This design comes from an exercise in tuning for small area, a short achievable clock period and few clock cycles on the open sky130 flow, not from production work.
Function was checked by simulation only, so behaviour that the tests miss may differ from the original.
Power is estimated from default activity; no workload was simulated.

==> run E: inputs <==
==> flow/design.v <==
`timescale 1ns / 1ps
module addp #(parameter N = 32, parameter L = 5) (
    input  [N-1:0] a, b,
    input          cin,
    output [N-1:0] s,
    output         cout
    );
    wire [N-1:0] p = a ^ b;
    wire [N-1:0] g0 = a & b;
    wire [N-1:0] G [0:L];
    wire [N-1:0] P [0:L];
    assign G[0] = {g0[N-1:1], g0[0] | (p[0] & cin)};
    assign P[0] = p;
    genvar l, i;
    generate
        for (l = 0; l < L; l = l + 1) begin : lv
            for (i = 0; i < N; i = i + 1) begin : bt
                if ((i >> l) & 1) begin : cmb
                    localparam integer J = ((i >> l) << l) - 1;
                    assign G[l+1][i] = G[l][i] | (P[l][i] & G[l][J]);
                    assign P[l+1][i] = P[l][i] & P[l][J];
                end else begin : pass
                    assign G[l+1][i] = G[l][i];
                    assign P[l+1][i] = P[l][i];
                end
            end
        end
    endgenerate
    wire [N:0] c = {G[L], cin};
    assign s = p ^ c[N-1:0];
    assign cout = c[N];
endmodule
module ALU(
    input [9:0] op,
    input [31:0] x, y,
    input [4:0] sa,
    output [31:0] Sa, Sd,
    output lts, ltu,
    output [31:0] Re
    );
    wire ca, cd;
    addp #(32, 5) add(.a(x), .b(y),  .cin(1'b0), .s(Sa), .cout(ca));
    addp #(32, 5) dif(.a(x), .b(~y), .cin(1'b1), .s(Sd), .cout(cd));
    assign ltu = ~cd;
    assign lts = (x[31] ^ y[31]) ? x[31] : Sd[31];
    wire [31:0] shl = y << sa;
    wire [31:0] shr = $signed({op[9] & y[31], y}) >>> sa;
    assign Re = ({32{op[2]}} & (x & y))
              | ({32{op[3]}} & (x | y))
              | ({32{op[4]}} & ~(x | y))
              | ({32{op[7]}} & shl)
              | ({32{op[8] | op[9]}} & shr[31:0]);
endmodule
`timescale 1ns / 1ps
module RegFile(
    input CLK, WE,
    input [31:1] R1H, R2H,
    input [4:0] RW,
    input [31:0] Din,
    output reg [31:0] A, B,
    output [31:0] R31v
    );
    reg [31:0] regs[1:31];
    integer k;
    always @(*) begin
        A = 32'b0;
        B = 32'b0;
        for (k = 1; k < 32; k = k + 1) begin
            A = A | ({32{R1H[k]}} & regs[k]);
            B = B | ({32{R2H[k]}} & regs[k]);
        end
    end
    assign R31v = regs[31];
    always @(posedge CLK) begin
        if (WE && RW != 5'd0)
            regs[RW] <= Din;
    end
endmodule
`timescale 1ns / 1ps
module cpu(
        input clk,
        input rst,
        output [9:0] imem_addr,
        input [31:0] imem_rdata,
        output [9:0] dmem_addr,
        output [31:0] dmem_wdata,
        output [1:0] dmem_we,
        input [31:0] dmem_rdata,
        output [31:0] display_out,
        output display_valid,
        output halted
    );
    reg [31:0] pc;       
    reg        halt_r;
    assign halted = halt_r;
    assign imem_addr = pc[11:2];
    wire [31:0] inst = imem_rdata;
    wire [5:0]  f_op = inst[31:26];
    wire [5:0]  f_fn = inst[5:0];
    wire f_rtype  = (f_op == 6'h00);
    wire f_add    = f_rtype & ((f_fn == 6'h20) | (f_fn == 6'h21));
    wire f_sub    = f_rtype & ((f_fn == 6'h22) | (f_fn == 6'h23));
    wire f_and    = f_rtype & (f_fn == 6'h24);
    wire f_or     = f_rtype & (f_fn == 6'h25);
    wire f_nor    = f_rtype & (f_fn == 6'h27);
    wire f_slt    = f_rtype & (f_fn == 6'h2a);
    wire f_sltu   = f_rtype & (f_fn == 6'h2b);
    wire f_sll    = f_rtype & (f_fn == 6'h00);
    wire f_srl    = f_rtype & (f_fn == 6'h02);
    wire f_sra    = f_rtype & (f_fn == 6'h03);
    wire f_jr     = f_rtype & (f_fn == 6'h08);
    wire f_sys    = f_rtype & (f_fn == 6'h0c);
    wire f_j      = (f_op == 6'h02);
    wire f_jal    = (f_op == 6'h03);
    wire f_beq    = (f_op == 6'h04);
    wire f_bne    = (f_op == 6'h05);
    wire f_bgez   = (f_op == 6'h01);
    wire f_addi   = (f_op == 6'h08);
    wire f_addiu  = (f_op == 6'h09);
    wire f_slti   = (f_op == 6'h0a);
    wire f_sltiu  = (f_op == 6'h0b);
    wire f_andi   = (f_op == 6'h0c);
    wire f_ori    = (f_op == 6'h0d);
    wire f_lw     = (f_op == 6'h23);
    wire f_sw     = (f_op == 6'h2b);
    wire f_sh     = (f_op == 6'h29);
    wire f_ralu   = f_add | f_sub | f_and | f_or | f_nor | f_slt | f_sltu | f_sll | f_srl | f_sra;
    wire f_ialu   = f_addi | f_addiu | f_slti | f_sltiu | f_andi | f_ori;
    wire [9:0] f_aluop = {f_sra, f_srl, f_sll, f_sltu | f_sltiu, f_slt | f_slti,
                          f_nor, f_or | f_ori, f_and | f_andi, f_sub, f_add | f_addi | f_addiu};
    wire [4:0] f_wr   = f_jal ? 5'd31 : f_rtype ? inst[15:11] : inst[20:16];
    wire [4:0] f_rs   = f_sys ? 5'd2 : inst[25:21];
    wire [4:0] f_rt   = f_sys ? 5'd4 : inst[20:16];
    reg  [31:1] f_rsh, f_rth;
    integer h;
    always @(*)
        for (h = 1; h < 32; h = h + 1) begin
            f_rsh[h] = (f_rs == h);
            f_rth[h] = (f_rt == h);
        end
    wire       f_we   = (f_ralu | f_ialu | f_lw | f_jal) & (f_wr != 5'd0);
    wire [31:0] pc4  = pc + 32'd4;
    wire [29:0] btgt_w;
    wire        btgt_co;
    addp #(30, 5) badd(.a(pc[31:2]), .b({{14{inst[15]}}, inst[15:0]}), .cin(1'b1), .s(btgt_w), .cout(btgt_co));
    wire [31:0] btgt = {btgt_w, pc[1:0]};
    wire [31:0] jtgt = {pc4[31:28], inst[25:0], 2'b00};
    wire [31:0] R31v;
    wire f_jump  = f_j | f_jal;
    wire f_bpred = f_bne | f_bgez | (f_beq & (inst[15] | (inst[25:21] == inst[20:16])));
    wire f_taken = f_jump | f_bpred | f_jr;
    wire [31:0] f_next = f_jump ? jtgt : f_bpred ? btgt : f_jr ? R31v : pc4;
    wire [31:0] f_alt  = f_jr ? R31v : f_taken ? pc4 : btgt;
    reg        d_valid, d_pred;
    reg [25:0] d_ir;
    reg [31:1] d_rsh;    
    reg [31:1] d_rth;    
    reg [31:0] d_alt;
    reg [9:0]  d_aluop;
    reg [4:0]  d_wr;
    reg d_ialu, d_sext, d_we, d_lw, d_jal, d_st, d_sh, d_beq, d_bne, d_bgez, d_jr, d_sys;
    wire [4:0] d_rs = d_ir[25:21];
    wire [4:0] d_rt = d_ir[20:16];
    reg        e_valid, e_pred;
    reg [31:0] e_A, e_Y, e_alt;     
    reg [4:0]  e_sa;
    reg [9:0]  e_ea;     
    reg [9:0]  aluop;
    reg [4:0]  e_wr;
    reg e_we, e_lw, e_jal, e_st, e_sh, e_beq, e_bne, e_bgez, e_jr, e_sys;
    wire [31:0] rA, rB;
    wire [31:0] wdata;
    wire        e_wen = e_valid & e_we;
    reg        w_we;
    reg [4:0]  w_wr;
    reg [31:0] w_data;
    RegFile RegFile(
        .CLK(clk), .WE(w_we),
        .R1H(d_rsh), .R2H(d_rth), .RW(w_wr),
        .Din(w_data),
        .A(rA), .B(rB),
        .R31v(R31v)
    );
    wire fwdA  = e_wen & (e_wr == d_rs);
    wire fwdB  = e_wen & (e_wr == d_rt);
    wire wfwdA = w_we & (w_wr == d_rs);
    wire wfwdB = w_we & (w_wr == d_rt);
    wire [31:0] d_rA = wfwdA ? w_data : rA;
    wire [31:0] d_rB = wfwdB ? w_data : rB;
    wire [31:0] d_A = ({32{fwdA & aluop[0]}} & Sa) | ({32{fwdA & aluop[1]}} & Sd)
                    | ({32{fwdA}} & (wd_cmp | wd_early)) | ({32{~fwdA}} & d_rA);
    wire [31:0] d_B = ({32{fwdB & aluop[0]}} & Sa) | ({32{fwdB & aluop[1]}} & Sd)
                    | ({32{fwdB}} & (wd_cmp | wd_early)) | ({32{~fwdB}} & d_rB);
    wire [31:0] d_Y = d_ialu ? {{16{d_ir[15] & d_sext}}, d_ir[15:0]} : d_B;
    wire [11:0] d_ea;
    wire        d_ea_co;
    addp #(12, 4) eadd(.a(d_rA[11:0]), .b(d_ir[11:0]), .cin(1'b0), .s(d_ea), .cout(d_ea_co));
    wire [31:0] Sa, Sd, Re;
    wire        lts, ltu;
    ALU ALU(.op(aluop), .x(e_A), .y(e_Y), .sa(e_sa), .Sa(Sa), .Sd(Sd), .lts(lts), .ltu(ltu), .Re(Re));
    wire [31:0] wd_early = e_lw ? dmem_rdata : e_jal ? e_alt : Re;
    wire [31:0] wd_cmp   = {31'b0, (aluop[5] & lts) | (aluop[6] & ltu)};
    assign wdata = ({32{aluop[0]}} & Sa) | ({32{aluop[1]}} & Sd) | wd_cmp | wd_early;
    assign dmem_addr  = e_ea;
    assign dmem_wdata = e_Y;
    assign dmem_we    = {2{e_valid & e_st}} & {1'b1, ~e_sh};
    wire taken    = (e_beq & (e_A == e_Y)) | (e_bne & (e_A != e_Y)) | (e_bgez & ~e_A[31]);
    wire br_miss  = (e_beq | e_bne | e_bgez) & (taken ^ e_pred);
    wire jr_miss  = e_jr & (e_A != e_alt);
    wire redirect = e_valid & (br_miss | jr_miss);
    wire [31:0] rtgt = e_jr ? e_A : e_alt;
    wire sys      = e_valid & e_sys;
    wire halt_now = sys & (e_A == 32'd10);
    assign display_valid = sys;
    assign display_out   = e_Y;
    wire kill     = redirect | halt_now | halt_r;
    wire f_mem    = f_lw | f_sw | f_sh;
    wire stall    = f_mem & d_valid & d_we & (d_wr == inst[25:21]);
    always @(posedge clk) begin
        if (rst) begin
            pc            <= 32'd0;
            d_valid       <= 1'b0;
            e_valid       <= 1'b0;
            halt_r        <= 1'b0;
            w_we          <= 1'b0;
        end else begin
            w_we          <= e_wen;
            if (redirect | ~stall) pc <= redirect ? rtgt : f_next;
            d_valid       <= ~(kill | stall);
            e_valid       <= d_valid & ~kill;
            if (halt_now) halt_r <= 1'b1;
        end
        w_wr   <= e_wr;
        w_data <= wdata;
        d_ir    <= {f_rs, f_rt, inst[15:0]};
        d_rsh   <= f_rsh;
        d_rth   <= f_rth;
        d_pred  <= f_taken;
        d_alt   <= f_alt;
        d_aluop <= f_aluop;
        d_ialu  <= f_ialu;
        d_sext  <= ~(f_addiu | f_sltiu);
        d_we    <= f_we;
        d_wr    <= f_wr;
        d_lw    <= f_lw;
        d_jal   <= f_jal;
        d_st    <= f_sw | f_sh;
        d_sh    <= f_sh;
        d_beq   <= f_beq;
        d_bne   <= f_bne;
        d_bgez  <= f_bgez;
        d_jr    <= f_jr;
        d_sys   <= f_sys;
        e_A     <= d_A;
        e_Y     <= d_Y;
        e_sa    <= d_ir[10:6];
        e_ea    <= d_ea[11:2];
        e_pred  <= d_pred;
        e_alt   <= d_alt;
        aluop   <= d_aluop;
        e_we    <= d_we;
        e_wr    <= d_wr;
        e_lw    <= d_lw;
        e_jal   <= d_jal;
        e_st    <= d_st;
        e_sh    <= d_sh;
        e_beq   <= d_beq;
        e_bne   <= d_bne;
        e_bgez  <= d_bgez;
        e_jr    <= d_jr;
        e_sys   <= d_sys;
    end
endmodule
==> flow/flow/run.sh <==
#!/bin/bash
# The standard layout, with timing repair aiming at 6 ns of setup slack
# (a 4 ns period) instead of 0 at the design's 10 ns clock.
set -euo pipefail
bash standard.sh SETUP_SLACK_MARGIN=6 finish > standard_flow.log 2>&1
==> flow/standard.sh <==
#!/bin/bash
# synth_recipe.tcl (not shown) runs the flow's synth.tcl, then flattens the netlist and writes it again
# the make line also repeats each setting of config.mk as NAME=value (left out here)
make -C /OpenROAD-flow-scripts/flow DESIGN_CONFIG=/design/flow/config.mk WORK_HOME=/design/flow/orfs CLKGATE_MAP_FILE= SYNTH_SCRIPT=/design/flow/synth_recipe.tcl "${@:-finish}"
==> flow/config.mk <==
export PLATFORM = sky130hd
export DESIGN_NAME = cpu
export DESIGN_NICKNAME = cpu
export VERILOG_FILES = /design/flow/design.v
export SDC_FILE = /design/flow/constraint.sdc
export NUM_CORES = 4
export LEC_CHECK = 0
export CAP_MARGIN = 20
export CORE_MARGIN = 2
export CORE_UTILIZATION = 50
export CTS_BUF_LIST = sky130_fd_sc_hd__clkbuf_8
export CTS_CLUSTER_DIAMETER = 50
export CTS_CLUSTER_SIZE = 15
export SLEW_MARGIN = 20
==> flow/constraint.sdc <==
create_clock -name core_clock -period 10.0 [get_ports {clk}]
set_input_delay 2.0000 -clock core_clock [delete_from_list [all_inputs] [get_ports {clk}]]
set_output_delay 2.0000 -clock core_clock [all_outputs]
set_load 0.01 [all_outputs]
==> run F (differences from run E) <==
--- a/flow/design.v
+++ b/flow/design.v
@@ -56,4 +56,4 @@
     input CLK, WE,
-    input [31:1] R1H, R2H,
-    input [4:0] RW,
+    input [31:1] R1H,
+    input [4:0] R2, RW,
     input [31:0] Din,
@@ -69,3 +69,3 @@
             A = A | ({32{R1H[k]}} & regs[k]);
-            B = B | ({32{R2H[k]}} & regs[k]);
+            B = B | ({32{R2 == k}} & regs[k]);
         end
@@ -132,10 +132,5 @@
     wire [4:0] f_rs   = f_sys ? 5'd2 : inst[25:21];
-    wire [4:0] f_rt   = f_sys ? 5'd4 : inst[20:16];
-    reg  [31:1] f_rsh, f_rth;
+    reg  [31:1] f_rsh;
     integer h;
-    always @(*)
-        for (h = 1; h < 32; h = h + 1) begin
-            f_rsh[h] = (f_rs == h);
-            f_rth[h] = (f_rt == h);
-        end
+    always @(*) for (h = 1; h < 32; h = h + 1) f_rsh[h] = (f_rs == h);
     wire       f_we   = (f_ralu | f_ialu | f_lw | f_jal) & (f_wr != 5'd0);
@@ -156,3 +151,2 @@
     reg [31:1] d_rsh;    
-    reg [31:1] d_rth;    
     reg [31:0] d_alt;
@@ -178,3 +172,3 @@
         .CLK(clk), .WE(w_we),
-        .R1H(d_rsh), .R2H(d_rth), .RW(w_wr),
+        .R1H(d_rsh), .R2(d_rt), .RW(w_wr),
         .Din(w_data),
@@ -234,5 +228,4 @@
         w_data <= wdata;
-        d_ir    <= {f_rs, f_rt, inst[15:0]};
+        d_ir    <= {f_rs, f_sys ? 5'd4 : inst[20:16], inst[15:0]};
         d_rsh   <= f_rsh;
-        d_rth   <= f_rth;
         d_pred  <= f_taken;
==> flow/flow/run.sh (replaced) <==
#!/bin/bash
# The standard layout, with timing repair aiming at 6.15 ns of setup slack
# (a 3.85 ns period) instead of 0 at the design's 10 ns clock.
set -euo pipefail
bash standard.sh SETUP_SLACK_MARGIN=6.15 finish > standard_flow.log 2>&1
==> run C (differences from run E) <==
--- a/flow/design.v
+++ b/flow/design.v
@@ -56,4 +56,4 @@
     input CLK, WE,
-    input [31:1] R1H, R2H,
-    input [4:0] RW,
+    input [31:1] R1H,
+    input [4:0] R2, RW,
     input [31:0] Din,
@@ -69,3 +69,3 @@
             A = A | ({32{R1H[k]}} & regs[k]);
-            B = B | ({32{R2H[k]}} & regs[k]);
+            B = B | ({32{R2 == k}} & regs[k]);
         end
@@ -132,10 +132,5 @@
     wire [4:0] f_rs   = f_sys ? 5'd2 : inst[25:21];
-    wire [4:0] f_rt   = f_sys ? 5'd4 : inst[20:16];
-    reg  [31:1] f_rsh, f_rth;
+    reg  [31:1] f_rsh;
     integer h;
-    always @(*)
-        for (h = 1; h < 32; h = h + 1) begin
-            f_rsh[h] = (f_rs == h);
-            f_rth[h] = (f_rt == h);
-        end
+    always @(*) for (h = 1; h < 32; h = h + 1) f_rsh[h] = (f_rs == h);
     wire       f_we   = (f_ralu | f_ialu | f_lw | f_jal) & (f_wr != 5'd0);
@@ -156,3 +151,2 @@
     reg [31:1] d_rsh;    
-    reg [31:1] d_rth;    
     reg [31:0] d_alt;
@@ -178,3 +172,3 @@
         .CLK(clk), .WE(w_we),
-        .R1H(d_rsh), .R2H(d_rth), .RW(w_wr),
+        .R1H(d_rsh), .R2(d_rt), .RW(w_wr),
         .Din(w_data),
@@ -234,5 +228,4 @@
         w_data <= wdata;
-        d_ir    <= {f_rs, f_rt, inst[15:0]};
+        d_ir    <= {f_rs, f_sys ? 5'd4 : inst[20:16], inst[15:0]};
         d_rsh   <= f_rsh;
-        d_rth   <= f_rth;
         d_pred  <= f_taken;
==> run P (differences from run E) <==
--- a/flow/design.v
+++ b/flow/design.v
@@ -56,4 +56,4 @@
     input CLK, WE,
-    input [31:1] R1H, R2H,
-    input [4:0] RW,
+    input [31:1] R1H,
+    input [4:0] R2, RW,
     input [31:0] Din,
@@ -69,3 +69,3 @@
             A = A | ({32{R1H[k]}} & regs[k]);
-            B = B | ({32{R2H[k]}} & regs[k]);
+            B = B | ({32{R2 == k}} & regs[k]);
         end
@@ -88,4 +88,4 @@
         input [31:0] dmem_rdata,
-        output [31:0] display_out,
-        output display_valid,
+        output reg [31:0] display_out,
+        output reg display_valid,
         output halted
@@ -132,10 +132,5 @@
     wire [4:0] f_rs   = f_sys ? 5'd2 : inst[25:21];
-    wire [4:0] f_rt   = f_sys ? 5'd4 : inst[20:16];
-    reg  [31:1] f_rsh, f_rth;
+    reg  [31:1] f_rsh;
     integer h;
-    always @(*)
-        for (h = 1; h < 32; h = h + 1) begin
-            f_rsh[h] = (f_rs == h);
-            f_rth[h] = (f_rt == h);
-        end
+    always @(*) for (h = 1; h < 32; h = h + 1) f_rsh[h] = (f_rs == h);
     wire       f_we   = (f_ralu | f_ialu | f_lw | f_jal) & (f_wr != 5'd0);
@@ -156,3 +151,2 @@
     reg [31:1] d_rsh;    
-    reg [31:1] d_rth;    
     reg [31:0] d_alt;
@@ -178,3 +172,3 @@
         .CLK(clk), .WE(w_we),
-        .R1H(d_rsh), .R2H(d_rth), .RW(w_wr),
+        .R1H(d_rsh), .R2(d_rt), .RW(w_wr),
         .Din(w_data),
@@ -213,4 +207,2 @@
     wire halt_now = sys & (e_A == 32'd10);
-    assign display_valid = sys;
-    assign display_out   = e_Y;
     wire kill     = redirect | halt_now | halt_r;
@@ -224,2 +216,3 @@
             halt_r        <= 1'b0;
+            display_valid <= 1'b0;
             w_we          <= 1'b0;
@@ -231,8 +224,9 @@
             if (halt_now) halt_r <= 1'b1;
+            display_valid <= sys;
         end
+        if (sys) display_out <= e_Y;
         w_wr   <= e_wr;
         w_data <= wdata;
-        d_ir    <= {f_rs, f_rt, inst[15:0]};
+        d_ir    <= {f_rs, f_sys ? 5'd4 : inst[20:16], inst[15:0]};
         d_rsh   <= f_rsh;
-        d_rth   <= f_rth;
         d_pred  <= f_taken;
==> summary.txt <==
Of run F and run P, run P has the higher die area (gap 1.5%, measured against run P).
In run F the global-route usage is higher than in run C, by 0.55 points.
Final cell count, lowest first: run E, run P, run C, run F.
Total power, lowest first: run F, run C, run P, run E.
Critical path depth is the same in run C and run P.
Against run P, the via count of run F is higher by about 0.7%.
The lowest sequential share of layout area belongs to run F, the highest to run E.
Setup slack, highest first: run F, run P, run E, run C.
Synthesized cell count: run F is larger than run E (about 1.7%).
Against run E, the area after synthesis of run F is lower by about 0.9%.
Testbench counts of run E, summed over its fixed seeds: cycles 80,205.
Testbench counts of run F, summed over its fixed seeds: cycles 80,205.
Testbench counts of run C, summed over its fixed seeds: cycles 80,205.
Testbench counts of run P, summed over its fixed seeds: cycles 80,205.

port drivers added, routing unchanged:
The results above use ideal ports. As a check the final layouts listed here were re-extracted and re-timed, cells and wires unchanged.
Step 1 assumes that a clkbuf_16 drives the clock port and a buf_2 every other input.
Step 2 also shifts input and output timing later by t, the mid clock arrival at the registers, as if the neighbouring blocks saw the same clock.
a / b / c = ideal ports / drivers / drivers and shift; a / b = the first two.
run | t, ns | slack for setup (ns) | hold WS [ns] | worst setup path after step 2 | worst data-port slew with drivers (ns)
run E | 1.048 | 5.763 / 5.763 / 5.038 | 0.329 / 0.329 / 0.329 | input to register | 0.05
run F | 1.000 | 5.912 / 5.912 / 5.048 | 0.326 / 0.326 / 0.326 | input to register | 0.08
run C | 1.004 | 5.748 / 5.748 / 4.982 | 0.315 / 0.315 / 0.315 | input to register | 0.08
run P | 0.986 | 5.861 / 5.839 / 5.126 | 0.327 / 0.327 / 0.327 | input to register | 0.06
After both steps every run listed still meets setup and hold. The setup slack of run F, which loses most, moves by 0.000 ns with the drivers and by -0.864 ns with both steps.
